Source: an optimization exercise on an open RTL-to-GDS flow (aim: a short achievable clock period and few clock cycles). Production flows keep margins and buffers that such runs may drop. Where RTL was checked, it was by simulation tests only, not by an equivalence proof against the original. Function not checked in runs 2 to 4: the RTL went through the layout flow alone. No activity file was given, so power comes from the tool's default toggle rates.

### design/flow/constraint.sdc
create_clock -name core_clock -period 5.8 [get_ports {clock}]
set_input_delay 1.1600 -clock core_clock [delete_from_list [all_inputs] [get_ports {clock}]]
set_output_delay 1.1600 -clock core_clock [all_outputs]
set_load 0.01 [all_outputs]
### design/flow/config.mk
export PLATFORM = sky130hd
export DESIGN_NAME = datapath
export DESIGN_NICKNAME = datapath
export VERILOG_FILES = /design/flow/design.v
export SDC_FILE = /design/flow/constraint.sdc
export NUM_CORES = 8
export LEC_CHECK = 0
export CAP_MARGIN = 25
export CORE_MARGIN = 2
export CORE_UTILIZATION = 40
export SETUP_SLACK_MARGIN = 3.2
export SLEW_MARGIN = 20
### design/flow/flow/speed.abc
&get -n
&st
&dch
&nf
&put
buffer -c
topo
stime -c
upsize -c
dnsize -c
### design/flow/flow/synth.tcl
# The standard flow's synthesis script, with the ABC mapping script replaced by flow/speed.abc
set ::speed_abc [file join [file dirname [file normalize [info script]]] speed.abc]
proc abc {args} {
  set i [lsearch $args -script]
  lset args [expr {$i + 1}] $::speed_abc
  yosys abc {*}$args
}
source [file join [file dirname [file dirname [file normalize [info script]]]] synth_recipe.tcl]
### design/flow/flow/run.sh
#!/bin/bash
# Layout flow: the standard flow, with synthesis mapping the logic through ABC with a
# delay-oriented script (flow/speed.abc) in place of the default one. Everything else,
# including the registers that synthesis produces, is the standard flow's.
set -euo pipefail
here=$(pwd)
bash standard.sh SYNTH_SCRIPT=$here/flow/synth.tcl finish > $here/standard.log 2>&1
### design/flow/design.v
module csa64(input [63:0] x, y, z, output [63:0] s, c);
assign s = x ^ y ^ z;
assign c = ((x & y) | (x & z) | (y & z)) << 1;
endmodule
module booth_enc(input [31:0] b, input sgn, output [50:0] dig);
wire [34:0] bx = {{2{sgn & b[31]}}, b, 1'b0};
genvar i;
generate
	for (i = 0; i < 17; i = i + 1) begin : d
		assign dig[3*i]   = bx[2*i] ^ bx[2*i+1];
		assign dig[3*i+1] = (bx[2*i+2] & ~bx[2*i+1] & ~bx[2*i]) | (~bx[2*i+2] & bx[2*i+1] & bx[2*i]);
		assign dig[3*i+2] = bx[2*i+2] & ~(bx[2*i+1] & bx[2*i]);
	end
endgenerate
endmodule
module mul_pp(input [31:0] a, input sgn, input [50:0] dig, output [511:0] rows);
wire [32:0] ax = {sgn & a[31], a};
reg [64*18-1:0] pp;
integer i, j;
reg one, two, neg;
reg [63:0] m;
always @* begin
	pp = {64*18{1'b0}};
	for (i = 0; i < 17; i = i + 1) begin
		one = dig[3*i];
		two = dig[3*i+1];
		neg = dig[3*i+2];
		m = 64'b0;
		for (j = 0; j < 64; j = j + 1)
			m[j] = (one & ((j < 33) ? ax[j] : ax[32])) | (two & ((j == 0) ? 1'b0 : (j < 34) ? ax[j-1] : ax[32]));
		m = {64{neg}} ^ m;
		pp[64*i +: 64] = m << (2*i);
		pp[64*17 + 2*i] = neg;
	end
end
wire [64*12-1:0] t;
genvar k;
generate
	for (k = 0; k < 6; k = k + 1) begin : l1
		csa64 c(.x(pp[64*(3*k) +: 64]), .y(pp[64*(3*k+1) +: 64]), .z(pp[64*(3*k+2) +: 64]), .s(t[64*(2*k) +: 64]), .c(t[64*(2*k+1) +: 64]));
	end
	for (k = 0; k < 4; k = k + 1) begin : l2
		csa64 c(.x(t[64*(3*k) +: 64]), .y(t[64*(3*k+1) +: 64]), .z(t[64*(3*k+2) +: 64]), .s(rows[128*k +: 64]), .c(rows[128*k+64 +: 64]));
	end
endgenerate
endmodule
module mul_red(input [511:0] rows, output [191:0] out);
wire [63:0] u0, u1, u2, u3, u4, u5, v0, v1, v2, v3;
csa64 c0(.x(rows[0 +: 64]), .y(rows[64 +: 64]), .z(rows[128 +: 64]), .s(u0), .c(u1));
csa64 c1(.x(rows[192 +: 64]), .y(rows[256 +: 64]), .z(rows[320 +: 64]), .s(u2), .c(u3));
assign u4 = rows[384 +: 64];
assign u5 = rows[448 +: 64];
csa64 c2(.x(u0), .y(u1), .z(u2), .s(v0), .c(v1));
csa64 c3(.x(u3), .y(u4), .z(u5), .s(v2), .c(v3));
wire [63:0] w0, w1;
csa64 c4(.x(v0), .y(v1), .z(v2), .s(w0), .c(w1));
assign out = {v3, w1, w0};
endmodule
module mul_red3(input [191:0] rows, output [63:0] s, c);
csa64 c0(.x(rows[0 +: 64]), .y(rows[64 +: 64]), .z(rows[128 +: 64]), .s(s), .c(c));
endmodule
module mul_fin(input [127:0] rows, output [32:0] lo, output [31:0] hi0, hi1);
wire [63:0] s = rows[63:0];
wire [63:0] c = rows[127:64];
assign lo = {1'b0, s[31:0]} + {1'b0, c[31:0]};
assign hi0 = s[63:32] + c[63:32];
wire [32:0] hi1x = {s[63:32], 1'b1} + {c[63:32], 1'b1};
assign hi1 = hi1x[32:1];
endmodule
module datapath (input clock, reset,
		 output [31:0] imem_addr,
		 input  [31:0] imem_rdata,
		 output        dmem_we,
		 output [31:0] dmem_addr, dmem_wdata,
		 input  [31:0] dmem_rdata);
reg [31:2] pcw;		 
wire [31:0] pc_f = {pcw, 2'b00};
reg        v_d, pred_d;
reg [31:0] ins_d, pc4_d, rsv_d, rtv_d;
reg [16:0] blo_d;
reg [13:0] pch_d, pchi_d, pchd_d;
reg        he_rs, he_rt, hm_rs, hm_rt;	 
reg        mf_d, ldst_d;
reg [31:0] a_e, b_e, sd_e, alt_e;
reg        sld_e, lta_e, ltb_e;
reg        we_e, ld_e, st_e, br_e, brl_e, inv_e, eq_e, mul_e, msg_e, kill_e;
reg [4:0]  wr_e;
reg        arith_e, sub_e, xp_e, xg_e, xt_e, xn_e, xb_e, sls_e, slu_e, mhi_e, mlo_e;
reg [31:0] res_m, sd_m;
reg        we_m, ld_m, st_m;
reg [4:0]  wr_m;
reg        bl_m, inv_l, eq_l;
reg [31:0] alt_l;
reg [31:0] wd_w;
reg        we_w;
reg [4:0]  wr_w;
reg [31:0] ma, hi0, hi1;
reg [32:0] lo;
reg [50:0] mdig;
reg        msg, mv1, mv2, mv3;
reg [511:0] mrows8;
reg [191:0] mrows3;
reg [127:0] mrows2;
reg [31:0] rf [1:31];
wire stall_d, redirect, redirect_m;
wire [31:0] redirect_pc;
wire [31:0] memval = ld_m ? dmem_rdata : res_m;
wire [31:0] ins_f = imem_rdata;
wire [4:0]  rs_f = ins_f[25:21];
wire [4:0]  rt_f = ins_f[20:16];
wire [31:0] pc4_f = pc_f + 32'd4;
wire [5:0]  op_f = ins_f[31:26];
wire jmp_f = op_f == 6'b000010;
wire beq_f = op_f == 6'b000100;
wire bne_f = op_f == 6'b000101;
wire same_f = rs_f == rt_f;
wire [17:0] blo_x = {1'b0, pc_f[17:2], 1'b1} + {1'b0, ins_f[15:0], 1'b1};
wire [16:0] blo_f = blo_x[17:1];
wire [31:0] btgt_f = {pc_f[31:18], blo_f[15:0], 2'b00};
wire pred_f = ((beq_f & (same_f | ins_f[15])) | (bne_f & ~same_f)) & (blo_f[16] == ins_f[15]);
wire [31:0] jtgt_f = {pc4_f[31:28], ins_f[25:0], 2'b00};
wire [31:0] npc_f = jmp_f ? jtgt_f : pred_f ? btgt_f : pc4_f;
always @(posedge clock)
begin
	if (reset) pcw <= 30'b0;
	else if (redirect) pcw <= redirect_pc[31:2];
	else if (~stall_d) pcw <= npc_f[31:2];
end
assign imem_addr = pc_f;
wire rt0_f = op_f == 6'b000000;
wire [5:0] fn_f = ins_f[5:0];
wire ralu_f = rt0_f & (fn_f == 6'h20 | fn_f == 6'h21 | fn_f == 6'h22 | fn_f == 6'h23 | fn_f == 6'h24 |
		       fn_f == 6'h25 | fn_f == 6'h26 | fn_f == 6'h01 | fn_f == 6'h2a | fn_f == 6'h2b);
wire mul_f = rt0_f & (fn_f == 6'h18 | fn_f == 6'h19);
wire ialu_f = op_f == 6'h08 | op_f == 6'h09 | op_f == 6'h0a | op_f == 6'h0b | op_f == 6'h0c |
	      op_f == 6'h0d | op_f == 6'h0e;
wire urs_f = ralu_f | mul_f | ialu_f | op_f == 6'h23 | op_f == 6'h2b;
wire urt_f = ralu_f | mul_f;
wire mf_f = rt0_f & (fn_f == 6'h10 | fn_f == 6'h12);
wire [31:0] rf_rs = (rs_f == 5'b0) ? 32'b0 : rf[rs_f];
wire [31:0] rf_rt = (rt_f == 5'b0) ? 32'b0 : rf[rt_f];
wire [31:0] rsw_f = (we_w & (wr_w == rs_f)) ? wd_w : rf_rs;
wire [31:0] rtw_f = (we_w & (wr_w == rt_f)) ? wd_w : rf_rt;
wire [31:0] rsv_f = (we_m & (wr_m == rs_f)) ? memval : rsw_f;
wire [31:0] rtv_f = (we_m & (wr_m == rt_f)) ? memval : rtw_f;
wire [5:0] op = ins_d[31:26];
wire [5:0] fn = ins_d[5:0];
wire [4:0] rs = ins_d[25:21];
wire [4:0] rt = ins_d[20:16];
wire [4:0] rd = ins_d[15:11];
wire rtype = op == 6'b000000;
wire f_add  = rtype & (fn == 6'h20 | fn == 6'h21);
wire f_sub  = rtype & (fn == 6'h22 | fn == 6'h23);
wire f_and  = rtype & fn == 6'h24;
wire f_or   = rtype & fn == 6'h25;
wire f_xor  = rtype & fn == 6'h26;
wire f_xnor = rtype & fn == 6'h01;
wire f_slt  = rtype & fn == 6'h2a;
wire f_sltu = rtype & fn == 6'h2b;
wire f_hi   = rtype & fn == 6'h10;
wire f_lo   = rtype & fn == 6'h12;
wire f_mul  = rtype & (fn == 6'h18 | fn == 6'h19);
wire i_add  = op == 6'h08 | op == 6'h09;
wire i_slt  = op == 6'h0a;
wire i_sltu = op == 6'h0b;
wire i_and  = op == 6'h0c;
wire i_or   = op == 6'h0d;
wire i_xor  = op == 6'h0e;
wire i_lui  = op == 6'h0f;
wire i_lw   = op == 6'h23;
wire i_sw   = op == 6'h2b;
wire i_beq  = op == 6'h04;
wire i_bne  = op == 6'h05;
wire i_br   = i_beq | i_bne;
wire r_alu  = f_add | f_sub | f_and | f_or | f_xor | f_xnor | f_slt | f_sltu;
wire i_alu  = i_add | i_slt | i_sltu | i_and | i_or | i_xor;
wire use_imm = i_alu | i_lui | i_lw | i_sw;
wire sub_d  = f_sub | f_slt | f_sltu | i_slt | i_sltu;
wire [4:0] wr_d = rtype ? rd : rt;
wire we_d = (r_alu | f_hi | f_lo | i_alu | i_lui | i_lw) & (wr_d != 5'b0);
wire zext = i_and | i_or | i_xor;
wire [31:0] imm_d = i_lui ? {ins_d[15:0], 16'b0} : {{16{ins_d[15] & ~zext}}, ins_d[15:0]};
wire hit_e_rs = he_rs & we_e;
wire hit_e_rt = he_rt & we_e;
wire [31:0] v_rs = (hm_rs & we_m) ? memval : rsv_d;
wire [31:0] v_rt = (hm_rt & we_m) ? memval : rtv_d;
wire ld_use = ldst_d & we_e;
wire mf_wait = mf_d & (mul_e | mv1 | mv2 | mv3);
assign stall_d = v_d & (ld_use | mf_wait);
wire go_d = v_d & ~stall_d;
always @(posedge clock)
begin
	if (reset | redirect) v_d <= 1'b0;
	else if (~stall_d) v_d <= 1'b1;
	ldst_d <= ~stall_d & v_d & i_lw & ((wr_d == rs_f & urs_f) | (wr_d == rt_f & urt_f));
	if (stall_d) begin
		rsv_d <= v_rs;
		rtv_d <= v_rt;
		hm_rs <= wr_e == rs;
		hm_rt <= wr_e == rt;
	end else begin
		ins_d <= ins_f;
		pc4_d <= pc4_f;
		blo_d <= blo_f;
		pch_d <= pc_f[31:18];
		pchi_d <= pc_f[31:18] + 14'd1;
		pchd_d <= pc_f[31:18] - 14'd1;
		pred_d <= pred_f;
		rsv_d <= rsv_f;
		rtv_d <= rtv_f;
		mf_d <= mf_f;
		he_rs <= wr_d == rs_f;
		he_rt <= wr_d == rt_f;
		hm_rs <= wr_e == rs_f;
		hm_rt <= wr_e == rt_f;
	end
end
wire [31:0] res_e;
wire fb_d = hit_e_rt & ~use_imm;
wire [31:0] v_b = use_imm ? imm_d : v_rt;
wire [13:0] bhi_d = (blo_d[16] == ins_d[15]) ? pch_d : blo_d[16] ? pchi_d : pchd_d;
wire [31:0] btgt_d = {bhi_d, blo_d[15:0], 2'b00};
wire [31:0] bpre = sub_d ? ~v_b : v_b;
wire fbp = fb_d & ~sub_d;
wire fbn = fb_d & sub_d;
always @(posedge clock)
begin
	if (reset) begin
		kill_e <= 1'b0;
		we_e <= 1'b0; ld_e <= 1'b0; st_e <= 1'b0; br_e <= 1'b0; mul_e <= 1'b0;
	end else begin
		kill_e <= redirect;
		we_e <= go_d & we_d;
		ld_e <= go_d & i_lw;
		st_e <= go_d & i_sw;
		br_e <= go_d & i_br;
		mul_e <= go_d & f_mul;
	end
	wr_e <= wr_d;
	inv_e <= i_bne ^ pred_d;	 
	eq_e <= v_rs == v_rt;
	msg_e <= ~fn[0];
	alt_e <= pred_d ? pc4_d : btgt_d;
	a_e <= hit_e_rs ? res_e : v_rs;
	b_e <= fbp ? res_e : fbn ? ~res_e : bpre;
	sd_e <= hit_e_rt ? res_e : v_rt;
	sld_e <= hit_e_rt & ld_e;
	lta_e <= hit_e_rs & ld_e;
	ltb_e <= hit_e_rt & ld_e;
	brl_e <= hit_e_rs | hit_e_rt;
	arith_e <= f_add | i_add | i_lw | i_sw | f_sub;
	sub_e <= sub_d;
	xp_e <= f_add | i_add | i_lw | i_sw | f_sub | f_xor | i_xor;
	xg_e <= f_and | i_and;
	xt_e <= f_or | i_or;
	xn_e <= f_xnor;
	xb_e <= i_lui;
	sls_e <= f_slt | i_slt;
	slu_e <= f_sltu | i_sltu;
	mhi_e <= f_hi;
	mlo_e <= f_lo;
end
wire [31:0] a = a_e;
wire [31:0] b = b_e;	 
wire [31:0] g0 = a & b;
wire [31:0] t0 = a | b;
wire [31:0] p0 = a ^ b;
wire [31:0] hi = lo[32] ? hi1 : hi0;
wire [31:0] x = ({32{xp_e}} & p0) | ({32{xg_e}} & g0) | ({32{xt_e}} & t0) | ({32{xn_e}} & ~p0)
	      | ({32{xb_e}} & b_e) | ({32{mhi_e}} & hi) | ({32{mlo_e}} & lo[31:0]);
reg [31:0] g, p, gn, pn;
integer i, l;
always @* begin
	g = g0; p = t0;
	g[0] = g0[0] | (t0[0] & sub_e);
	for (l = 1; l < 32; l = l * 2) begin
		gn = g; pn = p;
		for (i = l; i < 32; i = i + 1) begin
			gn[i] = g[i] | (p[i] & g[i-l]);
			pn[i] = p[i] & p[i-l];
		end
		g = gn; p = pn;
	end
end
wire [31:0] c = {g[30:0], sub_e};
wire [31:0] r = x ^ (c & {32{arith_e}});
wire lt = (sls_e & (p0[31] ? ~g[30] : a[31])) | (slu_e & ~g[31]);
assign res_e = {r[31:1], r[0] | lt};
wire redirect_e = br_e & ~kill_e & ~brl_e & (eq_e ^ inv_e);
wire go_e = ~kill_e & ~redirect_m;	 
assign redirect_m = bl_m & (eq_l ^ inv_l);
assign redirect = redirect_m | redirect_e;
assign redirect_pc = redirect_m ? alt_l : alt_e;
always @(posedge clock)
begin
	if (reset) begin
		we_m <= 1'b0; ld_m <= 1'b0; st_m <= 1'b0; bl_m <= 1'b0;
	end else begin
		we_m <= we_e & go_e;
		ld_m <= ld_e & go_e;
		st_m <= st_e & go_e;
		bl_m <= br_e & brl_e & go_e;
	end
	wr_m <= wr_e;
	res_m <= res_e;
	sd_m <= sld_e ? dmem_rdata : sd_e;
	inv_l <= inv_e;
	alt_l <= alt_e;
	eq_l <= (lta_e ? dmem_rdata : a_e) == (ltb_e ? dmem_rdata : b_e);
end
wire [50:0] dig;
wire [511:0] rows8;
wire [191:0] rows3;
wire [127:0] rows2;
wire [32:0] plo;
wire [31:0] phi0, phi1;
booth_enc menc(.b(b_e), .sgn(msg_e), .dig(dig));
mul_pp  mpp(.a(ma), .sgn(msg), .dig(mdig), .rows(rows8));
mul_red mrd(.rows(mrows8), .out(rows3));
mul_red3 mr3(.rows(mrows3), .s(rows2[63:0]), .c(rows2[127:64]));
mul_fin mfn(.rows(mrows2), .lo(plo), .hi0(phi0), .hi1(phi1));
always @(posedge clock)
begin
	if (reset) begin
		mv1 <= 1'b0; mv2 <= 1'b0; mv3 <= 1'b0;
	end else begin
		mv1 <= mul_e & go_e;
		mv2 <= mv1;
		mv3 <= mv2;
	end
	ma <= a_e;
	mdig <= dig;
	msg <= msg_e;
	mrows8 <= rows8;
	mrows3 <= rows3;
	if (mv3) mrows2 <= rows2;
	lo <= plo;
	hi0 <= phi0;
	hi1 <= phi1;
end
assign dmem_addr = res_m;
assign dmem_wdata = sd_m;
assign dmem_we = st_m;
always @(posedge clock)
begin
	if (reset) we_w <= 1'b0;
	else we_w <= we_m;
	wr_w <= wr_m;
	wd_w <= memval;
end
integer k;
always @(posedge clock)
begin
	if (reset) begin
		for (k = 1; k < 32; k = k + 1) rf[k] <= 32'b0;
	end else if (we_w) begin
		rf[wr_w] <= wd_w;
	end
end
endmodule
### design/flow/standard.sh
#!/bin/bash
# synth_recipe.tcl (not shown) runs the flow's synth.tcl, then flattens the netlist and writes it again
# the make line also repeats each setting of config.mk as NAME=value (left out here)
make -C /OpenROAD-flow-scripts/flow DESIGN_CONFIG=/design/flow/config.mk WORK_HOME=/design/flow/orfs CLKGATE_MAP_FILE= SYNTH_SCRIPT=/design/flow/synth_recipe.tcl "${@:-finish}"
==> results.ini, run 1 <==
[worst_setup_path]
worst-path-buf-inv = 1
reg2reg_depth = 7
start_kind = flip-flop
crit_path_cell_trace = buf_12 -> mux2i_4 -> o21ai_4 -> xor2_1 -> nor4_2 -> nand4_1 -> nor2_2
path_class = flip-flop to flip-flop
cp_slowest_cell = nand4_1
r2r-end = eq_e$_DFF_P_
crit_fanout = 10
reg2reg_from = ld_m$_SDFF_PP0_
cp.required_ps = 6590
cp.arrival_ps = 3590
critPathMaxStageDelay_ps = 490
reg2reg_slack_ps = 3010
cp-end-kind = flip-flop
cpLargestDelayFamily = simple AND/OR/NAND/NOR gates

[timing]
clock_skew_ps = 61.0
fmax_mhz = 358
slew_violations = 0
worst_slew_pin_slew_ps = 1000
timing.final.crit_share_pct = 48.2
rsz0062_at_grt = true
fin_setup_tns_ps = 0
fin_crit_ps = 2790
setup_viol = 0
finalHoldViolCount = 0
maxSlewHeadroom_pct = 33.3
fin_ws_ps = 3010

[cells_and_area]
fin_nets = 11700
layout_common_cells = edfxtp_1, and2_1, dfxtp_1
regArea_um2 = 60200
fill_cells = 27500
final_layout_size_suffix_gt1_share_pct = 25.4
stdcell_area_um2 = 152000
area_growth_pct = 20.5
final_common_cell = edfxtp_1
multi_input_area_um2 = 66300

[routing]
vias = 91100
drc_errors = 0
drt_first_iter_violations = 12200
viasPerCell = 6.00
wire_per_inst_um = 30.1
wl_um = 457000
ant_nets = 0
drtPass1Iterations = 10

[grt]
grt_max_degree = 84
grt_pass1_wl_um = 649000
track_usage_pct = 27.6
grt_pass1_vias = 91700
antenna_found_initial = 51
grt_overflow = 0

[synthesis]
synthAdderAreaFrac_pct = 11.7
synth.distinct_cells = 90
synth_mux_area_share_pct = 11.1
yosysWarnings = 2
synth_area_um2 = 127000
synth_xor_xnor_area_share_pct = 6.30
synth_top_family_by_area = adder cells
synthSimpleGateAreaFrac_pct = 9.30
ys_ff_latch = 2349
synth_compound_area_share_pct = 10.0
syn-instance-count = 10500
synth_top_flop_cell = edfxtp_1
async_flop_share_pct = 0
ys_seq_area_share_pct = 47.2
syn_area_per_cell_um2 = 12.1
synth-edff-count = 1271

[placed_design]
dpl.hpwl_um = 294000
placed_cell_area_um2 = 133000
dp_slack_ps = 1150
port_buffers = 160
gp_congestion = 0.920

[pwr]
p_leak_nw = 58.2
power_density_nw_per_um2 = 426
p_sw_mw = 23.5
power_frac_seq_pct = 35.5
peakVddDrop_mv = 0.333
cell_internal_pwr_mw = 41.5
combPwrFrac_pct = 37.8
swShare_pct = 36.1
clockPowerShare_pct = 26.6

[floorplan]
initial_utilization_pct = 40.2
num_rows = 206
fp.dieH_um = 567
dieWidth_um = 567
io_pins = 163
coreArea_um2 = 315000
die_area_um2 = 321000

[hold_path]
min_from = mrows8[3]$_DFF_P_
hold_depth = 0
hp-class = flip-flop to flip-flop
min_to = mrows3[3]$_DFF_P_

[clocking]
cts_buffers = 273
path_clk_slew_ps = 60
hold_buffers = 0
cts.sink_count = 2349
htree_levels = 5
cts_tree = yes
insertion_delay_ps = 920
clockBufferDepth = 4
cts_root_buf = clkbuf_16

[outcome]
outcome = complete, no violations

[flow_run]
drv_cap = 0

-- registers in the layout, indices dropped and copies added, names as in the netlist, 33 cells and up --
name    flops
rf       1024
lo         33
mrows2    123
mdig       50
mrows8    336
mrows3    164
-- power groups by stage --
stage	sequential, mW	combinational [mW]	clock, mW
6_report	23.1	24.6	17.3
5_1_grt	23.4	27.7	18.1
4_1_cts	23.1	24.3	17.5
3_5_place_dp	23.4	22.9	0
3_3_place_gp	23.4	22.3	0
2_1_floorplan	22.4	15.4	0
-- layer usage --
| layer | GRT usage [%] | routed length, um | up-vias | share of wire, % |
|---|---|---|---|---|
| li1 | - | - | 38000 | - |
| met1 | 37.7 | 182000 | 46500 | 40 |
| met2 | 41.3 | 203000 | 5516 | 44 |
| met3 | 5.23 | 45000 | 1007 | 9.8 |
| met4 | 15.2 | 26400 | 8 | 5.8 |
| met5 | 0 | 59 | - | 0.013 |
-- cell families (layout without fill, tap and decap cells) --
kind of cell | count (synthesis) | count (layout)
XOR/XNOR | 911 | 911
flip-flops | 2349 | 2349
buffers and inverters | 1435 | 1919
multiplexers | 755 | 755
AO/OA/AOI/OAI | 1944 | 1949
AND/OR/NAND/NOR | 2247 | 2250
other | 1 | 58
adder cells (fa/ha/maj) | 836 | 836
-- through the flow --
stage | utilization [%] | hold WS (ps) | instances | power [mW]
2_1_floorplan | - | 310 | 10500 | 37.8
3_3_place_gp | 42.2 | 315 | 14100 | 45.7
3_5_place_dp | 42.3 | 316 | 14200 | 46.3
4_1_cts | 47.2 | 329 | 14900 | 64.9
5_1_grt | 48.4 | 330 | 15200 | 69.2
6_report | 48.4 | 328 | 15200 | 65.0
-- cells in the mapped netlist, drive strengths merged (64+ instances only) --
cell | instances | area [um2]
inv | 495 | 1860
a222oi | 64 | 641
fa | 572 | 11500
buf | 174 | 840
ha | 264 | 3300
a221oi | 74 | 654
nor2 | 514 | 1930
nand3 | 90 | 475
dfxtp | 1078 | 21600
clkbuf | 765 | 2870
and2 | 1010 | 6320
xnor2 | 469 | 4110
edfxtp | 1271 | 38200
a21oi | 415 | 2090
xor2 | 442 | 3870
nand2 | 391 | 1470
o21ai | 501 | 2510
a22oi | 516 | 3870
mux2i | 181 | 1820
mux4 | 512 | 11500
-- layout make-up --
type                            count  area share [%]
Sequential cell                  2349            39.5
Timing Repair inverter              1         0.00574
Clock buffer                      364            4.99
Multi-Input combinational cell   6704            43.5
Inverter                          496            1.29
Tap cell                         4160            3.41
Antenna cell                       55          0.0903
Timing Repair Buffer              924            6.38
Clock inverter                    134           0.834
-- how the worst max path moves through the flow --
stage / start / cells past startpoint / to / slack [ps]
finish: ld_m$_SDFF_PP0_ / 7 / eq_e$_DFF_P_ / 3010
global route: b_e[1]$_DFF_P_ / 12 / b_e[0]$_DFF_P_ / 2980
CTS: ins_d[31]$_DFFE_PN_ / 10 / b_e[22]$_DFF_P_ / 2920
detailed placement: imem_rdata[4] / 13 / pcw[21]$_SDFFE_PP0P_ / 1150
global placement: imem_rdata[16] / 13 / pcw[27]$_SDFFE_PP0P_ / 460
floorplan: imem_rdata[0] / 14 / pcw[11]$_SDFFE_PP0P_ / 2610
-- worst reg2reg max path, stage by stage (launching register included) --
cell	delay (ps)
dfxtp_4	450
buf_12	220
mux2i_4	430
o21ai_4	160
xor2_1	200
nor4_2	470
nand4_1	490
nor2_2	280
-- what timing repair did --
item,in CTS,in global routing
setup buffers,253,176
hold endpoints to repair,0,0
gates cloned,30,17
setup endpoints to repair,1846,519
pin swaps,153,219
gates resized for setup,1493,460
Testbench counts, summed over its fixed seeds: cycles 55,593.
==> inputs of run 2 (changes only) <==
--- a/design/flow/design.v
+++ b/design/flow/design.v
@@ -75,22 +75,23 @@
 		 input  [31:0] dmem_rdata);
 reg [31:2] pcw;		 
 wire [31:0] pc_f = {pcw, 2'b00};
-reg        v_d, pred_d;
+reg        v_d, pred_d, spred_d, lpf_d;
 reg [31:0] ins_d, pc4_d, rsv_d, rtv_d;
+reg [31:2] pcs_d;
 reg [16:0] blo_d;
 reg [13:0] pch_d, pchi_d, pchd_d;
 reg        he_rs, he_rt, hm_rs, hm_rt;	 
 reg        mf_d, ldst_d;
-reg [31:0] a_e, b_e, sd_e, alt_e;
+reg [31:0] a_e, b_e, sd_e, alt_e, bt_e;
 reg        sld_e, lta_e, ltb_e;
-reg        we_e, ld_e, st_e, br_e, brl_e, inv_e, eq_e, mul_e, msg_e, kill_e;
+reg        we_e, ld_e, st_e, br_e, brl_e, inv_e, eq_e, crs_e, mul_e, msg_e, kill_e;
 reg [4:0]  wr_e;
 reg        arith_e, sub_e, xp_e, xg_e, xt_e, xn_e, xb_e, sls_e, slu_e, mhi_e, mlo_e;
 reg [31:0] res_m, sd_m;
 reg        we_m, ld_m, st_m;
 reg [4:0]  wr_m;
-reg        bl_m, inv_l, eq_l;
-reg [31:0] alt_l;
+reg        bl_m, inv_l, eq_l, crs_l;
+reg [31:0] alt_l, bt_l;
 reg [31:0] wd_w;
 reg        we_w;
 reg [4:0]  wr_w;
@@ -109,6 +110,18 @@
 wire [4:0]  rs_f = ins_f[25:21];
 wire [4:0]  rt_f = ins_f[20:16];
 wire [31:0] pc4_f = pc_f + 32'd4;
+localparam NL = 8;
+localparam LTB = 12;
+reg [NL-1:0] lv, lconf;
+reg [LTB-1:0] ltag [0:NL-1];
+reg [7:0]  lcnt [0:NL-1];
+reg [7:0]  ltrip [0:NL-1];
+reg        lflip_q;
+reg [LTB-1:0] ltg_e, ltg_l;
+reg        cinv_e, cinv_l, lpf_e, lpf_l;
+reg [NL-1:0] lhit_d, lhit_e, lhit_l;
+integer lh;
+always @* for (lh = 0; lh < NL; lh = lh + 1) lhit_d[lh] = lv[lh] & (ltag[lh] == pcs_d[LTB+1:2]);
 wire [5:0]  op_f = ins_f[31:26];
 wire jmp_f = op_f == 6'b000010;
 wire beq_f = op_f == 6'b000100;
@@ -117,9 +130,24 @@
 wire [17:0] blo_x = {1'b0, pc_f[17:2], 1'b1} + {1'b0, ins_f[15:0], 1'b1};
 wire [16:0] blo_f = blo_x[17:1];
 wire [31:0] btgt_f = {pc_f[31:18], blo_f[15:0], 2'b00};
-wire pred_f = ((beq_f & (same_f | ins_f[15])) | (bne_f & ~same_f)) & (blo_f[16] == ins_f[15]);
+wire spred_f = (beq_f & (same_f | ins_f[15])) | (bne_f & ~same_f);
+wire lpf_f = lflip_q & (beq_f | bne_f);	 
+wire pred_f = spred_f ^ lpf_f;
 wire [31:0] jtgt_f = {pc4_f[31:28], ins_f[25:0], 2'b00};
 wire [31:0] npc_f = jmp_f ? jtgt_f : pred_f ? btgt_f : pc4_f;
+wire [LTB-1:0] lkey = pcw[LTB+1:2] + 1'b1;
+reg lflip_n;
+integer li;
+always @* begin
+	lflip_n = 1'b0;
+	for (li = 0; li < NL; li = li + 1)
+		lflip_n = lflip_n | (lv[li] & lconf[li] & (ltag[li] == lkey) & (lcnt[li] == ltrip[li]));
+end
+always @(posedge clock)
+begin
+	if (reset | redirect) lflip_q <= 1'b0;
+	else if (~stall_d) lflip_q <= lflip_n & ~jmp_f & ~pred_f;
+end
 always @(posedge clock)
 begin
 	if (reset) pcw <= 30'b0;
@@ -184,6 +212,15 @@
 wire hit_e_rt = he_rt & we_e;
 wire [31:0] v_rs = (hm_rs & we_m) ? memval : rsv_d;
 wire [31:0] v_rt = (hm_rt & we_m) ? memval : rtv_d;
+wire hs = hm_rs & we_m;
+wire ht = hm_rt & we_m;
+wire eq_rr = rsv_d == rtv_d;
+wire eq_ar = res_m == rtv_d;
+wire eq_dr = dmem_rdata == rtv_d;
+wire eq_ra = rsv_d == res_m;
+wire eq_rd = rsv_d == dmem_rdata;
+wire eq_d = (hs & ht) | (hs & ~ht & (ld_m ? eq_dr : eq_ar)) | (~hs & ht & (ld_m ? eq_rd : eq_ra)) |
+	    (~hs & ~ht & eq_rr);
 wire ld_use = ldst_d & we_e;
 wire mf_wait = mf_d & (mul_e | mv1 | mv2 | mv3);
 assign stall_d = v_d & (ld_use | mf_wait);
@@ -201,11 +238,14 @@
 	end else begin
 		ins_d <= ins_f;
 		pc4_d <= pc4_f;
+		pcs_d <= pcw;
 		blo_d <= blo_f;
 		pch_d <= pc_f[31:18];
 		pchi_d <= pc_f[31:18] + 14'd1;
 		pchd_d <= pc_f[31:18] - 14'd1;
 		pred_d <= pred_f;
+		spred_d <= spred_f;
+		lpf_d <= lpf_f;
 		rsv_d <= rsv_f;
 		rtv_d <= rtv_f;
 		mf_d <= mf_f;
@@ -238,9 +278,15 @@
 	end
 	wr_e <= wr_d;
 	inv_e <= i_bne ^ pred_d;	 
-	eq_e <= v_rs == v_rt;
+	cinv_e <= i_bne ^ spred_d;	 
+	lpf_e <= lpf_d;
+	ltg_e <= pcs_d[LTB+1:2];
+	lhit_e <= lhit_d;
+	eq_e <= eq_d;
 	msg_e <= ~fn[0];
 	alt_e <= pred_d ? pc4_d : btgt_d;
+	bt_e <= btgt_d;
+	crs_e <= pred_d & (blo_d[16] != ins_d[15]);
 	a_e <= hit_e_rs ? res_e : v_rs;
 	b_e <= fbp ? res_e : fbn ? ~res_e : bpre;
 	sd_e <= hit_e_rt ? res_e : v_rt;
@@ -286,11 +332,54 @@
 wire [31:0] r = x ^ (c & {32{arith_e}});
 wire lt = (sls_e & (p0[31] ? ~g[30] : a[31])) | (slu_e & ~g[31]);
 assign res_e = {r[31:1], r[0] | lt};
-wire redirect_e = br_e & ~kill_e & ~brl_e & (eq_e ^ inv_e);
+wire misp_e = eq_e ^ inv_e;
+wire redirect_e = br_e & ~kill_e & ~brl_e & (misp_e | crs_e);
 wire go_e = ~kill_e & ~redirect_m;	 
-assign redirect_m = bl_m & (eq_l ^ inv_l);
+wire misp_l = eq_l ^ inv_l;
+assign redirect_m = bl_m & (misp_l | crs_l);
 assign redirect = redirect_m | redirect_e;
-assign redirect_pc = redirect_m ? alt_l : alt_e;
+wire lu_m = bl_m;
+wire lu_e = br_e & ~kill_e & ~brl_e & ~redirect_m;
+reg          lq_v, lq_go, lq_lpf;
+reg [NL-1:0] lq_hit;
+reg [LTB-1:0] lq_tag;
+reg [2:0] lptr;
+integer lk;
+always @(posedge clock)
+begin
+	lq_hit <= lu_m ? lhit_l : lhit_e;	 
+	lq_go <= lu_m ? ~(eq_l ^ cinv_l) : ~(eq_e ^ cinv_e);	 
+	lq_lpf <= lu_m ? lpf_l : lpf_e;
+	lq_tag <= lu_m ? ltg_l : ltg_e;
+	if (reset) begin
+		lq_v <= 1'b0;
+		lv <= {NL{1'b0}};
+		lptr <= 3'b0;
+	end else begin
+		lq_v <= lu_m | lu_e;
+		if (lq_v) begin
+			if (|lq_hit) begin
+				for (lk = 0; lk < NL; lk = lk + 1) if (lq_hit[lk]) begin
+					if (lq_go) begin
+						if (lcnt[lk] != 8'hff) lcnt[lk] <= lcnt[lk] + 8'd1;
+						if (lq_lpf) lconf[lk] <= 1'b0;
+					end else begin
+						ltrip[lk] <= lcnt[lk];
+						lconf[lk] <= lcnt[lk] != 8'hff;
+						lcnt[lk] <= 8'd0;
+					end
+				end
+			end else if (~lq_go) begin
+				lv[lptr] <= 1'b1;
+				lconf[lptr] <= 1'b0;
+				ltag[lptr] <= lq_tag;
+				lcnt[lptr] <= 8'd0;
+				lptr <= lptr + 3'd1;
+			end
+		end
+	end
+end
+assign redirect_pc = redirect_m ? ((crs_l & ~misp_l) ? bt_l : alt_l) : ((crs_e & ~misp_e) ? bt_e : alt_e);
 always @(posedge clock)
 begin
 	if (reset) begin
@@ -305,8 +394,15 @@
 	res_m <= res_e;
 	sd_m <= sld_e ? dmem_rdata : sd_e;
 	inv_l <= inv_e;
+	cinv_l <= cinv_e;
+	lpf_l <= lpf_e;
+	ltg_l <= ltg_e;
+	lhit_l <= lhit_e;
 	alt_l <= alt_e;
-	eq_l <= (lta_e ? dmem_rdata : a_e) == (ltb_e ? dmem_rdata : b_e);
+	bt_l <= bt_e;
+	crs_l <= crs_e;
+	eq_l <= (lta_e & ltb_e) | (lta_e & ~ltb_e & (dmem_rdata == b_e)) | (~lta_e & ltb_e & (a_e == dmem_rdata)) |
+		(~lta_e & ~ltb_e & (a_e == b_e));
 end
 wire [50:0] dig;
 wire [511:0] rows8;
==> run 2 against run 1 <==
  * Still clean on timing, DRC and antenna
  * Sequential cell count is 387 higher
  * Sequential power is 15% higher
  * Clock skew up 43 ps
  * Combinational power about the same
  * Area after synthesis increased by 12%
  * Largest power group is now sequential cells
==> results.ini, run 2 <==
[outcome]
outcome = complete, no violations

[flow_run]
drv_cap = 0

[timing]
setup_viol = 0
fin_setup_tns_ps = 0
timing.final.crit_share_pct = 50.1
worst_slew_pin_slew_ps = 1150
fin_ws_ps = 2890
rsz0062_at_grt = true
finalHoldViolCount = 0
fin_crit_ps = 2910
clock_skew_ps = 104
worst_hold_slack_ps = 303
slew_violations = 0
maxSlewHeadroom_pct = 23.1
fmax_mhz = 344

[hold_path]
min_to = ma[6]$_DFF_P_
hp-class = flip-flop to flip-flop
min_from = a_e[6]$_DFF_P_
hold_depth = 0

[worst_setup_path]
path_class = flip-flop to flip-flop
cp-end-kind = flip-flop
critPathMaxStageDelay_ps = 350
cp_slowest_cell = a2111oi_4
start_kind = flip-flop
reg2reg_depth = 14
cp.required_ps = 6530
crit_top_cell = buf_6
cp.arrival_ps = 3640
crit_path_cell_trace = buf_6 -> clkinvlp_4 -> ha_4 -> nor2_4 -> nand4_1 -> a21oi_4 -> o31ai_4 -> buf_6 -> a2111oi_4 -> o21ai_1 -> o211ai_1 -> and3_1 -> buf_6 -> o21ai_2
r2r-end = a_e[0]$_DFF_P_
reg2reg_slack_ps = 2890
reg2reg_from = b_e[9]$_DFF_P_
crit_fanout = 5

[grt]
antenna_found_initial = 51
track_usage_pct = 29.7
grt_max_degree = 93
grt_pass1_wl_um = 769000
grt_pass1_vias = 106000
grt_overflow = 0

[floorplan]
initial_utilization_pct = 40.2
dieWidth_um = 600
io_pins = 163
die_area_um2 = 360000
num_rows = 218
fp.dieH_um = 600
coreArea_um2 = 353000

[synthesis]
synth_top_area_cell = edfxtp_1
synth_area_um2 = 142000
synth_common_cells = edfxtp_1, dfxtp_1, and2_1, clkbuf_1, nor2_1
ys_top_cells_by_area = edfxtp_1, dfxtp_1, mux4_2
synth_top_cell_area_share_pct = 30.7
synth.distinct_cells = 89
yosysWarnings = 3
syn_area_per_cell_um2 = 12.0
syn-instance-count = 11800
async_flop_share_pct = 0
synth-edff-count = 1453
synth_most_common_cell = edfxtp_1
ys_seq_area_share_pct = 48.8
synth_top_flop_cell = edfxtp_1
ys_ff_latch = 2736

[clocking]
htree_levels = 5
path_clk_slew_ps = 60
cts_root_buf = clkbuf_16
insertion_delay_ps = 970
cts.sink_count = 2736
cts_buffers = 315
cts_tree = yes
clockBufferDepth = 4

[placed_design]
gp_congestion = 0.967
dp_slack_ps = 1140
dpl.hpwl_um = 339000
port_buffers = 160

[cells_and_area]
area_growth_pct = 20.4
layout_common_cells = edfxtp_1, dfxtp_1, and2_1
fin_nets = 13000
reg_top3 = rf (1024), mrows8 (336), mrows3 (164)
largest_reg_flops = 1024
final_layout_size_suffix_gt1_share_pct = 24.1
largest_register = rf
final_common_cell = edfxtp_1
fill_cells = 30800

[routing]
viasPerCell = 6.16
vias = 106000
wl_um = 547000
drtPass1Iterations = 10
drt_first_iter_violations = 15200
drc_errors = 0
ant_nets = 0
wire_per_inst_um = 31.9

[pwr]
power_density_nw_per_um2 = 419
p_leak_nw = 64.9
peakVddDrop_mv = 0.414

==> run 2: cell type report <==
cell class                 instances  area (um2)  share of cell area (%)
multi-input combinational       7515       71900                    42.0
sequential                      2736       69900                    40.9
timing repair buffer             970       10600                    6.20
clock buffer                     429        8740                    5.11
tap                             4730        5920                    3.46
inverter                         588        2290                    1.34
clock inverter                   143        1560                   0.915
antenna                           41         103                  0.0600
==> run 2: per-stage QoR <==
stage               util, %  std cells  power [mW]  area, um2
finish                 48.5      17200        71.7     171000
global route           48.5      17200        75.7     171000
CTS                    47.3      16900        71.2     167000
detailed placement     42.3      16000        49.8     149000
global placement       42.3      16000        49.0     149000
floorplan                 -      11800        40.9     143000
==> run 2: timing repair <==
action,CTS,global route
resized for setup,1508,533
pin swaps,169,245
buffers inserted,251,177
cloned,51,10
hold buffers,0,0
endpoints found under the setup margin,1507,866
==> run 2: cell families after synthesis <==
logic type      Yosys count  synth area share, %
compound gates         2231                 10.6
flops                  2736                 48.8
fa+ha+maj               849                 10.5
other cells               1              0.00264
buf+inv                1565                 4.20
xor+xnor               1122                 6.94
mux                     669                 9.33
simple gates           2632                 9.64
==> run 2: layer usage <==
metal | part of all wire, % | vias to the layer above | global-route usage [%] | routed length (um)
met4 | 6.8 | 16 | 17.1 | 37200
li1 | - | 43200 | - | -
met1 | 38 | 53700 | 39.4 | 209000
met2 | 43 | 7234 | 43.7 | 235000
met5 | 0.035 | - | 0.201 | 193
met3 | 12 | 1515 | 7.91 | 66400
==> run 2: power breakdown <==
| part | switching, mW | internal, mW | total (mW) |
|---|---|---|---|
| clock | 8.53 | 11.7 | 20.3 |
| combinational | 14.2 | 10.7 | 24.9 |
| sequential | 2.51 | 24.0 | 26.5 |
| total | 25.3 | 46.4 | 71.7 |
==> run 2: critical path: cells and delay by family (launching register included) <==
kind / cells / cell delay [ps]
compound gates: 6 / 1110
fa+ha+maj: 1 / 210
buf+inv: 4 / 520
flops: 1 / 320
simple gates: 3 / 550
==> run 2: worst max path at each step <==
| stage | start | end | slack [ps] | depth (start not counted) |
|---|---|---|---|---|
| after floorplan | imem_rdata[19] | pcw[30]$_SDFFE_PP0P_ | 2680 | 11 |
| after global placement | imem_rdata[20] | pcw[19]$_SDFFE_PP0P_ | 810 | 10 |
| after detailed placement | imem_rdata[17] | pcw[19]$_SDFFE_PP0P_ | 1140 | 11 |
| after CTS | pcw[3]$_SDFFE_PP0P_ | lflip_q$_SDFFE_PP0N_ | 2920 | 12 |
| after global routing | pcw[3]$_SDFFE_PP0P_ | lflip_q$_SDFFE_PP0N_ | 2830 | 10 |
| final | b_e[9]$_DFF_P_ | a_e[0]$_DFF_P_ | 2890 | 14 |
==> inputs of run 3 (changes only) <==
--- a/design/flow/design.v
+++ b/design/flow/design.v
@@ -98,9 +98,8 @@
 reg [31:0] ma, hi0, hi1;
 reg [32:0] lo;
 reg [50:0] mdig;
-reg        msg, mv1, mv2, mv3;
+reg        msg, mv1, mv2;
 reg [511:0] mrows8;
-reg [191:0] mrows3;
 reg [127:0] mrows2;
 reg [31:0] rf [1:31];
 wire stall_d, redirect, redirect_m;
@@ -114,6 +113,7 @@
 localparam LTB = 12;
 reg [NL-1:0] lv, lconf;
 reg [LTB-1:0] ltag [0:NL-1];
+reg [LTB-1:0] ltagp [0:NL-1];	 
 reg [7:0]  lcnt [0:NL-1];
 reg [7:0]  ltrip [0:NL-1];
 reg        lflip_q;
@@ -135,13 +135,12 @@
 wire pred_f = spred_f ^ lpf_f;
 wire [31:0] jtgt_f = {pc4_f[31:28], ins_f[25:0], 2'b00};
 wire [31:0] npc_f = jmp_f ? jtgt_f : pred_f ? btgt_f : pc4_f;
-wire [LTB-1:0] lkey = pcw[LTB+1:2] + 1'b1;
 reg lflip_n;
 integer li;
 always @* begin
 	lflip_n = 1'b0;
 	for (li = 0; li < NL; li = li + 1)
-		lflip_n = lflip_n | (lv[li] & lconf[li] & (ltag[li] == lkey) & (lcnt[li] == ltrip[li]));
+		lflip_n = lflip_n | (lv[li] & lconf[li] & (ltagp[li] == pcw[LTB+1:2]) & (lcnt[li] == ltrip[li]));
 end
 always @(posedge clock)
 begin
@@ -222,7 +221,7 @@
 wire eq_d = (hs & ht) | (hs & ~ht & (ld_m ? eq_dr : eq_ar)) | (~hs & ht & (ld_m ? eq_rd : eq_ra)) |
 	    (~hs & ~ht & eq_rr);
 wire ld_use = ldst_d & we_e;
-wire mf_wait = mf_d & (mul_e | mv1 | mv2 | mv3);
+wire mf_wait = mf_d & (mul_e | mv1 | mv2);
 assign stall_d = v_d & (ld_use | mf_wait);
 wire go_d = v_d & ~stall_d;
 always @(posedge clock)
@@ -373,6 +372,7 @@
 				lv[lptr] <= 1'b1;
 				lconf[lptr] <= 1'b0;
 				ltag[lptr] <= lq_tag;
+				ltagp[lptr] <= lq_tag - 1'b1;
 				lcnt[lptr] <= 8'd0;
 				lptr <= lptr + 3'd1;
 			end
@@ -413,23 +413,21 @@
 booth_enc menc(.b(b_e), .sgn(msg_e), .dig(dig));
 mul_pp  mpp(.a(ma), .sgn(msg), .dig(mdig), .rows(rows8));
 mul_red mrd(.rows(mrows8), .out(rows3));
-mul_red3 mr3(.rows(mrows3), .s(rows2[63:0]), .c(rows2[127:64]));
+mul_red3 mr3(.rows(rows3), .s(rows2[63:0]), .c(rows2[127:64]));
 mul_fin mfn(.rows(mrows2), .lo(plo), .hi0(phi0), .hi1(phi1));
 always @(posedge clock)
 begin
 	if (reset) begin
-		mv1 <= 1'b0; mv2 <= 1'b0; mv3 <= 1'b0;
+		mv1 <= 1'b0; mv2 <= 1'b0;
 	end else begin
 		mv1 <= mul_e & go_e;
 		mv2 <= mv1;
-		mv3 <= mv2;
 	end
 	ma <= a_e;
 	mdig <= dig;
 	msg <= msg_e;
 	mrows8 <= rows8;
-	mrows3 <= rows3;
-	if (mv3) mrows2 <= rows2;
+	if (mv2) mrows2 <= rows2;
 	lo <= plo;
 	hi0 <= phi0;
 	hi1 <= phi1;
==> run 3 against run 2 <==
  * Non-clock buffer count grew 91
  * Sequential power hardly changed
  * Synthesized cell count increased by 2.2%
  * Still clean on timing, DRC and antenna
  * Via count grew 0.25%
==> results.ini, run 3 <==
[pwr]
combPwrFrac_pct = 42.9
p_sw_mw = 29.9
power_frac_seq_pct = 32.6
swShare_pct = 37.2
cell_internal_pwr_mw = 50.4
p_leak_nw = 66.1
clockPowerShare_pct = 24.5
power_density_nw_per_um2 = 466
peakVddDrop_mv = 0.612

[worst_setup_path]
cp.required_ps = 6550
critPathMaxStageDelay_ps = 560
cp-end-kind = flip-flop
crit_fanout = 6
crit_top_cell = buf_16
path_class = input port to flip-flop
reg2reg_from = mrows8[127]$_DFF_P_
cp-startpoint = imem_rdata[16]
start_kind = input port
cp.arrival_ps = 3810
crit_path_cell_trace = buf_16 -> buf_12 -> buf_16 -> buf_12 -> buf_16 -> mux4_2 -> nand2_1 -> o211ai_1 -> o211ai_1 -> a221o_1 -> o21ai_1
cp_slowest_cell = o211ai_1

[routing]
wire_per_inst_um = 31.0
wl_um = 542000
drt_first_iter_violations = 14000
drc_errors = 0
vias = 106000
viasPerCell = 6.06
ant_nets = 0
drtPass1Iterations = 8

[placed_design]
port_buffers = 160
placed_cell_area_um2 = 151000
dp_slack_ps = 860
dpl.hpwl_um = 345000
gp_congestion = 1.00

[cells_and_area]
regArea_um2 = 69500
final_common_cell = edfxtp_1
stdcell_area_um2 = 173000
reg_top3 = rf (1024), mrows8 (336), mrows2 (123)
utilization_pct = 48.5
multi_input_area_um2 = 72300
final_layout_size_suffix_gt1_share_pct = 24.9
area_growth_pct = 20.5
layout_common_cells = edfxtp_1, and2_1, dfxtp_1
fin_nets = 13400
largest_reg_flops = 1024
largest_register = rf
fill_cells = 30900

[timing]
worst_slew_pin_slew_ps = 1190
fmax_mhz = 327
slew_violations = 0
clock_skew_ps = 73.8
maxSlewHeadroom_pct = 20.7
setup_viol = 0
finalHoldViolCount = 0
timing.final.crit_share_pct = 52.8
fin_setup_tns_ps = 0
fin_crit_ps = 3060
fin_ws_ps = 2740
worst_hold_slack_ps = 342
rsz0062_at_grt = true

[synthesis]
yosysWarnings = 3
synth-edff-count = 1549
ys_top_cells_by_area = edfxtp_1, dfxtp_1, mux4_2
syn-instance-count = 12100
async_flop_share_pct = 0
syn_area_per_cell_um2 = 11.9
synth_common_cells = edfxtp_1, dfxtp_1, and2_1, clkbuf_1, inv_1
synth_most_common_cell = edfxtp_1
synth_top_flop_cell = edfxtp_1
ys_seq_area_share_pct = 48.1
ys_ff_latch = 2667
synth_top_cell_area_share_pct = 32.5
synth.distinct_cells = 86
synth_top_area_cell = edfxtp_1
synth_area_um2 = 143000

[grt]
track_usage_pct = 29.1
grt_pass1_wl_um = 769000
grt_pass1_vias = 106000
grt_overflow = 0
grt_max_degree = 77
antenna_found_initial = 27

[clocking]
insertion_delay_ps = 940
htree_levels = 5
path_clk_slew_ps = 60
cts_tree = yes
cts.sink_count = 2667
cts_buffers = 304
clockBufferDepth = 4
cts_root_buf = clkbuf_16

[floorplan]
die_area_um2 = 363000
io_pins = 163
fp.dieH_um = 602
initial_utilization_pct = 40.2
coreArea_um2 = 356000
num_rows = 219
dieWidth_um = 602

[flow_run]
drv_cap = 0

[hold_path]
min_from = ltg_e[5]$_DFF_P_
hp-class = flip-flop to flip-flop

[outcome]
outcome = complete, no violations

run 3: critical path, delay by kind of cell:
family | cells | cell delay, ps
mux | 1 | 510
buf+inv | 5 | 630
compound gates | 4 | 1380
simple gates | 1 | 70
run 3: layer usage:
layer	part of all wire [%]	wire length (um)	vias up	global-route usage, %
li1	-	-	43700	-
met3	10	56800	1433	6.55
met4	6.8	36700	16	17.4
met5	0.018	100	-	0
met1	38	206000	54100	37.6
met2	45	242000	6616	44.6
run 3: logic make-up (layout without fill, tap and decap cells):
family / after synthesis / after routing / share of synthesized area [%]
AO/OA/AOI/OAI: 2154 / 2156 / 9.98
XOR/XNOR: 1217 / 1217 / 7.45
adder cells (fa/ha/maj): 849 / 849 / 10.4
buffers and inverters: 1790 / 2414 / 4.80
flip-flops: 2667 / 2667 / 48.1
multiplexers: 698 / 698 / 9.43
other: 1 / 22 / 0.00262
AND/OR/NAND/NOR: 2687 / 2690 / 9.80
run 3: final timing paths:
check	endpoint	cells past startpoint	slack [ps]
min reg2reg	ltg_l[5]$_DFF_P_	0	340
max	rtv_d[3]$_DFF_P_	11	2740
min	ltg_l[5]$_DFF_P_	0	340
max reg2reg	mrows2[59]$_DFFE_PP_	7	2770
run 3: stage by stage:
stage	cells	power, mW
2_1_floorplan	12100	45.4
3_3_place_gp	16400	57.3
3_5_place_dp	16400	57.3
4_1_cts	17200	79.7
5_1_grt	17500	85.8
6_report	17500	80.4
run 3: layout make-up:
| cell class | count | share of cell area, % |
|---|---|---|
| Inverter | 794 | 1.79 |
| Clock inverter | 126 | 0.715 |
| Timing Repair Buffer | 1061 | 6.71 |
| Timing Repair inverter | 1 | 0.00508 |
| Sequential cell | 2667 | 40.3 |
| Multi-Input combinational cell | 7613 | 41.9 |
| Antenna cell | 19 | 0.0276 |
| Tap cell | 4751 | 3.45 |
| Clock buffer | 432 | 5.10 |
run 3: power groups by stage:
stage / Combinational [mW] / Sequential (mW) / Clock [mW]
2_1_floorplan: 19.9 / 25.5 / 0
3_3_place_gp: 30.8 / 26.5 / 0
3_5_place_dp: 30.8 / 26.5 / 0
4_1_cts: 33.7 / 26.2 / 19.8
5_1_grt: 38.8 / 26.4 / 20.6
6_report: 34.4 / 26.2 / 19.7
run 3: timing repair:
| item | CTS | global route |
|---|---|---|
| endpoints found under the setup margin | 1586 | 591 |
| pin swaps | 223 | 344 |
| endpoints found under the hold margin | 0 | 0 |
| hold buffers | 0 | 0 |
| gates resized for setup | 1551 | 587 |
| cloned | 40 | 16 |
| buffers inserted | 278 | 181 |
==> inputs of run 4 (changes only) <==
--- a/design/flow/design.v
+++ b/design/flow/design.v
@@ -423,11 +423,13 @@
 		mv1 <= mul_e & go_e;
 		mv2 <= mv1;
 	end
-	ma <= a_e;
-	mdig <= dig;
-	msg <= msg_e;
+	if (mul_e & go_e) begin
+		ma <= a_e;
+		mdig <= dig;
+		msg <= msg_e;
+	end
 	mrows8 <= rows8;
-	if (mv2) mrows2 <= rows2;
+	mrows2 <= rows2;
 	lo <= plo;
 	hi0 <= phi0;
 	hi1 <= phi1;
==> run 4 against run 3 <==
  * Clock power fell by 3%
  * Maximum frequency rose by 6.2%
  * Cell area fell by 0.10%
  * Sequential share of layout area fell by 0.26 points
  * Combinational power fell by 82%
  * Clock skew rose by 17 ps
  * Synthesized cell count barely moved
  * Routed wire length rose by 4.2%
  * First-iteration DRC count rose by 6.7%
  * Worst hold slack improved by 2.4 ps
  * Utilization barely moved
  * Largest power group is now sequential cells
  * Still clean
  * Via count rose by 1.3%
==> results.ini, run 4 <==
[outcome]
outcome = complete, no violations

[routing]
wl_um = 565000
drtPass1Iterations = 14
wire_per_inst_um = 32.2
ant_nets = 0
vias = 107000
drt_first_iter_violations = 15000
drc_errors = 0
viasPerCell = 6.12

[cells_and_area]
final_common_cell = edfxtp_1
layout_common_cells = edfxtp_1, and2_1, dfxtp_1
stdcell_area_um2 = 172000
fin_nets = 13400
area_growth_pct = 20.6
largest_reg_flops = 1024
final_layout_size_suffix_gt1_share_pct = 24.9
largest_register = rf
fin_cells = 17500
reg_top3 = rf (1024), mrows8 (336), mrows2 (123)

[timing]
fin_crit_ps = 2880
slew_violations = 0
timing.final.crit_share_pct = 49.7
clock_skew_ps = 90.5
fin_setup_tns_ps = 0
finalHoldViolCount = 0
worst_slew_pin_slew_ps = 1220
setup_viol = 0
fin_ws_ps = 2920
maxSlewHeadroom_pct = 18.6
fmax_mhz = 347
rsz0062_at_grt = true

[synthesis]
synth_top_cell_area_share_pct = 31.7
syn-instance-count = 12100
synth_top_area_cell = edfxtp_1
ys_top_cells_by_area = edfxtp_1, dfxtp_1, mux4_2
syn_area_per_cell_um2 = 11.8
synth_area_um2 = 143000
ys_ff_latch = 2667
synth_common_cells = edfxtp_1, dfxtp_1, and2_1, clkbuf_1, inv_1
ys_seq_area_share_pct = 47.9
yosysWarnings = 3
synth_most_common_cell = edfxtp_1
synth_top_flop_cell = edfxtp_1
async_flop_share_pct = 0
synth-edff-count = 1509
synth.distinct_cells = 96

[clocking]
insertion_delay_ps = 970
cts_tree = yes
clockBufferDepth = 4
path_clk_slew_ps = 60
cts_buffers = 300
cts_root_buf = clkbuf_16
htree_levels = 5
cts.sink_count = 2667
hold_buffers = 0

[worst_setup_path]
cp.arrival_ps = 3640
crit_fanout = 9
cpLargestDelayFamily = adder cells
start_kind = flip-flop
crit_top_cell = fa_1
path_class = flip-flop to flip-flop
crit_path_cell_trace = fa_1 -> buf_12 -> buf_12 -> fa_1 -> inv_1 -> fa_1 -> inv_1 -> fa_1
worst-path-buf-inv = 4
cp_slowest_cell = fa_1
cp-end-kind = flip-flop
critPathMaxStageDelay_ps = 480
cp.required_ps = 6560

[hold_path]
hp-class = flip-flop to flip-flop

[placed_design]
dp_slack_ps = 935
gp_congestion = 1.00
dp_cells = 16400
placed_cell_area_um2 = 151000
dpl.hpwl_um = 350000
port_buffers = 160

[pwr]
peakVddDrop_mv = 0.290
p_leak_nw = 66.0
power_density_nw_per_um2 = 273
fin_total_pwr_mw = 47.0

[grt]
track_usage_pct = 30.0
grt_pass1_wl_um = 788000
grt_pass1_vias = 107000
grt_overflow = 0
grt_max_degree = 71
antenna_found_initial = 29

[floorplan]
die_area_um2 = 362000
dieWidth_um = 602
num_rows = 219
fp.dieH_um = 602
io_pins = 163
initial_utilization_pct = 40.2
coreArea_um2 = 356000

[flow_run]
drv_cap = 0

## run 4: cell count changes after synthesis, moves of 18 or more
cell and change:
o21ai_0 -225, a221oi_1 +18, nor3_1 +21, dfxtp_1 +40, nor2_1 -32, inv_1 +36
o21ai_1 +177, edfxtp_1 -40, xor2_1 -90
## run 4: final cells by class
type | instances | area [um2]
timing repair buffer | 1102 | 11800
inverter | 844 | 3280
antenna | 17 | 42.5
sequential | 2667 | 69000
clock buffer | 396 | 8320
multi-input combinational | 7582 | 72600
fill | 31300 | 183000
clock inverter | 152 | 1390
tap | 4751 | 5940
timing repair inverter | 1 | 8.76
## run 4: kinds of logic after synthesis
logic type	share of synthesized area, %
AOI/OAI and AO/OA	10.4
xor gates and xnor gates	6.95
adders and majority gates	10.5
buffers and inverters	4.89
DFF	47.9
muxes	9.56
other	0.00263
and+or+nand+nor	9.76
## run 4: worst paths after layout
kind              slack [ps]  depth (start not counted)                from                 end
setup / recovery        2920                          8  mrows8[63]$_DFF_P_  mrows2[58]$_DFF_P_
hold / removal           340                          0    ltg_e[3]$_DFF_P_    ltg_l[3]$_DFF_P_
setup reg to reg        2920                          8  mrows8[63]$_DFF_P_  mrows2[58]$_DFF_P_
hold reg to reg          340                          0    ltg_e[3]$_DFF_P_    ltg_l[3]$_DFF_P_
## run 4: routing by layer
layer	vias to the layer above	wire [um]	track usage, %
li1	44000	-	-
met1	54500	205000	37.3
met2	6937	255000	47.1
met3	1807	60500	7.02
met4	15	43200	18.9
met5	-	260	0
## run 4: power by group
group,internal [mW],switching (mW)
Sequential,20.8,0.854
Combinational,2.44,3.65
Clock,10.9,8.32
Total,34.1,12.8
## run 4: per-stage QoR
| step | hold slack (ps) | util (%) |
|---|---|---|
| after floorplan | 310 | - |
| after global placement | 325 | 42.3 |
| after detailed placement | 318 | 42.3 |
| after CTS | 343 | 47.0 |
| after global routing | 351 | 48.4 |
| final | 344 | 48.5 |
## run 4: timing repair
action / 4_1_cts / 5_1_grt
gates resized for setup: 1419 / 607
pin swaps: 160 / 265
hold endpoints to repair: 0 / 0
buffers inserted: 275 / 231
cloned: 43 / 28
endpoints found under the setup margin: 1626 / 947
==> inputs of run 5 (changes only) <==
--- a/design/flow/design.v
+++ b/design/flow/design.v
@@ -74,7 +74,8 @@
 		 output [31:0] dmem_addr, dmem_wdata,
 		 input  [31:0] dmem_rdata);
 reg [31:2] pcw;		 
-wire [31:0] pc_f = {pcw, 2'b00};
+reg [31:2] pcx;		 
+wire [31:0] pc_f = {pcx, 2'b00};
 reg        v_d, pred_d, spred_d, lpf_d;
 reg [31:0] ins_d, pc4_d, rsv_d, rtv_d;
 reg [31:2] pcs_d;
@@ -110,8 +111,8 @@
 wire [4:0]  rt_f = ins_f[20:16];
 wire [31:0] pc4_f = pc_f + 32'd4;
 localparam NL = 8;
-localparam LTB = 12;
-reg [NL-1:0] lv, lconf;
+localparam LTB = 10;
+reg [NL-1:0] lv, lconf, lex;	 
 reg [LTB-1:0] ltag [0:NL-1];
 reg [LTB-1:0] ltagp [0:NL-1];	 
 reg [7:0]  lcnt [0:NL-1];
@@ -140,7 +141,7 @@
 always @* begin
 	lflip_n = 1'b0;
 	for (li = 0; li < NL; li = li + 1)
-		lflip_n = lflip_n | (lv[li] & lconf[li] & (ltagp[li] == pcw[LTB+1:2]) & (lcnt[li] == ltrip[li]));
+		lflip_n = lflip_n | (lv[li] & lconf[li] & (ltagp[li] == pcx[LTB+1:2]) & lex[li]);
 end
 always @(posedge clock)
 begin
@@ -153,7 +154,13 @@
 	else if (redirect) pcw <= redirect_pc[31:2];
 	else if (~stall_d) pcw <= npc_f[31:2];
 end
-assign imem_addr = pc_f;
+always @(posedge clock or posedge reset)
+begin
+	if (reset) pcx <= 30'b0;
+	else if (redirect) pcx <= redirect_pc[31:2];
+	else if (~stall_d) pcx <= npc_f[31:2];
+end
+assign imem_addr = {pcw, 2'b00};
 wire rt0_f = op_f == 6'b000000;
 wire [5:0] fn_f = ins_f[5:0];
 wire ralu_f = rt0_f & (fn_f == 6'h20 | fn_f == 6'h21 | fn_f == 6'h22 | fn_f == 6'h23 | fn_f == 6'h24 |
@@ -237,7 +244,7 @@
 	end else begin
 		ins_d <= ins_f;
 		pc4_d <= pc4_f;
-		pcs_d <= pcw;
+		pcs_d <= pcx;
 		blo_d <= blo_f;
 		pch_d <= pc_f[31:18];
 		pchi_d <= pc_f[31:18] + 14'd1;
@@ -362,15 +369,18 @@
 					if (lq_go) begin
 						if (lcnt[lk] != 8'hff) lcnt[lk] <= lcnt[lk] + 8'd1;
 						if (lq_lpf) lconf[lk] <= 1'b0;
+						lex[lk] <= ~lq_lpf & lconf[lk] & (lcnt[lk] != 8'hff) & (lcnt[lk] + 8'd1 == ltrip[lk]);
 					end else begin
 						ltrip[lk] <= lcnt[lk];
 						lconf[lk] <= lcnt[lk] != 8'hff;
 						lcnt[lk] <= 8'd0;
+						lex[lk] <= lcnt[lk] == 8'd0;
 					end
 				end
 			end else if (~lq_go) begin
 				lv[lptr] <= 1'b1;
 				lconf[lptr] <= 1'b0;
+				lex[lptr] <= 1'b0;
 				ltag[lptr] <= lq_tag;
 				ltagp[lptr] <= lq_tag - 1'b1;
 				lcnt[lptr] <= 8'd0;
==> run 5 against run 4 <==
  * Largest cell class unchanged
  * Critical path type is now input port to flip-flop
  * Sequential power is 8% higher
  * Setup slack worse by 56 ps
  * Power is 9.2% higher
  * Clock skew is 15 ps lower
  * Largest power group unchanged
  * Global-route usage is 1.6 points lower
  * Clock power hardly changed
==> results.ini, run 5 <==
[clocking]
path_clk_slew_ps = 60
hold_buffers = 0
cts.sink_count = 2665
cts_root_buf = clkbuf_16
insertion_delay_ps = 980
htree_levels = 5
cts_buffers = 298
clockBufferDepth = 4
cts_tree = yes

[timing]
worst_slew_pin_slew_ps = 1100
worst_hold_slack_ps = 325
rsz0062_at_grt = true
setup_viol = 0
fin_ws_ps = 2860
fin_crit_ps = 2940
slew_violations = 0
clock_skew_ps = 76.0
maxSlewHeadroom_pct = 26.5
fin_setup_tns_ps = 0
finalHoldViolCount = 0
fmax_mhz = 340
timing.final.crit_share_pct = 50.7

[floorplan]
num_rows = 220
io_pins = 163
die_area_um2 = 364000
fp.dieH_um = 603
dieWidth_um = 603
coreArea_um2 = 358000
initial_utilization_pct = 40.1

[routing]
vias = 106000
drtPass1Iterations = 9
ant_nets = 0
drc_errors = 0
wire_per_inst_um = 30.5
viasPerCell = 6.01
wl_um = 537000
drt_first_iter_violations = 14500

[cells_and_area]
final_layout_size_suffix_gt1_share_pct = 23.4
fin_cells = 17600
reg_top3 = rf (1024), mrows8 (336), mrows2 (123)
area_growth_pct = 20.1
final_common_cell = edfxtp_1
layout_common_cells = edfxtp_1, and2_1, dfxtp_1
fin_nets = 13500
largest_reg_flops = 1024
stdcell_area_um2 = 172000
largest_register = rf

[worst_setup_path]
path_class = input port to flip-flop
start_kind = input port
cp.required_ps = 6680
reg2reg_slack_ps = 2920
endpoint = pcw[11]$_SDFFE_PP0P_
reg2reg_depth = 8
cp-startpoint = imem_rdata[17]
cp-end-kind = flip-flop
r2r-end = mrows2[61]$_DFF_P_
reg2reg_from = mrows8[63]$_DFF_P_
crit_fanout = 8
cp.arrival_ps = 3820

[synthesis]
synth-edff-count = 1483
syn_area_per_cell_um2 = 11.7
ys_top_cells_by_area = edfxtp_1, dfxtp_1, mux4_2
yosysWarnings = 3
ys_seq_area_share_pct = 47.6
synth.distinct_cells = 90
synth_top_flop_cell = edfxtp_1
syn-instance-count = 12200
ys_ff_latch = 2665
synth_common_cells = edfxtp_1, dfxtp_1, and2_1, clkbuf_1, inv_1
async_flop_share_pct = 1.13
synth_area_um2 = 144000
synth_top_area_cell = edfxtp_1
synth_top_cell_area_share_pct = 31.0
synth_most_common_cell = edfxtp_1

[pwr]
p_sw_mw = 14.6
swShare_pct = 28.5
power_frac_seq_pct = 45.5
combPwrFrac_pct = 16.5
peakVddDrop_mv = 0.243
clockPowerShare_pct = 37.9
power_density_nw_per_um2 = 297
cell_internal_pwr_mw = 36.7
p_leak_nw = 66.0

[grt]
grt_pass1_wl_um = 749000
track_usage_pct = 28.4
grt_overflow = 0
grt_pass1_vias = 104000
antenna_found_initial = 43
grt_max_degree = 78

[hold_path]
hold_depth = 0
hp-class = flip-flop to flip-flop

[placed_design]
dpl.hpwl_um = 326000
gp_congestion = 0.971
dp_cells = 16500
placed_cell_area_um2 = 151000
port_buffers = 160
dp_slack_ps = 909

[outcome]
outcome = complete, no violations

[flow_run]
drv_cap = 0

run 5: cell types whose count changed after synthesis, sizes merged, moves of 35 or more:
cell    before  now
xor2       495  575
nand2      364  423
nor2       682  751
mux2i       99  143
a21oi      422  472
or2         45   10
o21ai      473  566
a221oi     108   38
inv        841  782
run 5: through the flow:
stage | util [%] | power (mW)
after floorplan | - | 27.3
after global placement | 42.1 | 30.2
after detailed placement | 42.2 | 30.3
after CTS | 46.8 | 50.4
after global routing | 48.1 | 52.7
final | 48.2 | 51.3
run 5: worst max-delay path, cell delays in order:
cell and delay [ps]:
buf_16 130, xor2_4 170, nor4_4 600, buf_4 230, a21oi_2 50, o21bai_4 210, xnor2_4 250, buf_8 190
buf_12 110, o21ai_2 50, o21bai_1 160, a221o_1 350, a21oi_2 120
run 5: per-layer routing:
layer | global-route usage (%) | vias up | routed length (um)
li1 | - | 44100 | -
met1 | 35.4 | 53100 | 195000
met2 | 43.8 | 6910 | 238000
met3 | 7.09 | 1742 | 60300
met4 | 18.6 | 36 | 42600
met5 | 0 | - | 357
run 5: logic make-up (layout without fill, tap and decap cells):
kind of cell / count (synthesis) / count (layout) / synth area share [%]
simple gates: 2716 / 2734 / 9.78
other cells: 1 / 25 / 0.00261
mux: 750 / 750 / 9.79
compound gates: 2241 / 2241 / 10.2
xor+xnor: 1215 / 1215 / 7.42
fa+ha+maj: 857 / 857 / 10.5
buf+inv: 1789 / 2363 / 4.78
flops: 2665 / 2665 / 47.6
run 5: worst min path at each step:
stage / from / to
final: mrows2[0]$_DFF_P_ / lo[0]$_DFF_P_
after global placement: mrows2[0]$_DFF_P_ / lo[0]$_DFF_P_
after global routing: mrows2[1]$_DFF_P_ / lo[1]$_DFF_P_
after detailed placement: mrows2[0]$_DFF_P_ / lo[0]$_DFF_P_
after floorplan: mrows2[0]$_DFF_P_ / lo[0]$_DFF_P_
after CTS: mrows2[0]$_DFF_P_ / lo[0]$_DFF_P_
run 5: power by group through the flow:
stage / clock network [mW] / logic (mW) / registers (mW)
after global placement: 0 / 6.52 / 23.7
after floorplan: 0 / 4.47 / 22.9
after detailed placement: 0 / 6.55 / 23.7
after CTS: 19.6 / 7.50 / 23.3
after global routing: 20.3 / 8.87 / 23.5
final: 19.5 / 8.47 / 23.4
run 5: area by class of cell:
class                           instances  area (um2)
Fill cell                           31300      186000
Inverter                              786        3070
Timing Repair Buffer                 1036       11400
Multi-Input combinational cell       7800       73300
Antenna cell                           22        55.1
Clock buffer                          416        8560
Clock inverter                        125        1330
Tap cell                             4773        5970
Sequential cell                      2665       68800
run 5: what timing repair did:
| action | CTS | global route |
|---|---|---|
| gates cloned | 46 | 33 |
| resized for setup | 1432 | 546 |
| setup endpoints to repair | 2155 | 1029 |
| setup buffers | 270 | 198 |
| pin swaps | 239 | 239 |
Testbench counts of run 5, summed over its fixed seeds: cycles 54,305.

Check on run 5: ideal ports give 2.862 ns setup slack; a clkbuf_16 on the clock port and buf_2 on the inputs give 2.598 ns; moving port delays by the midpoint clock arrival (1.053 ns) as well gives 1.545 ns.
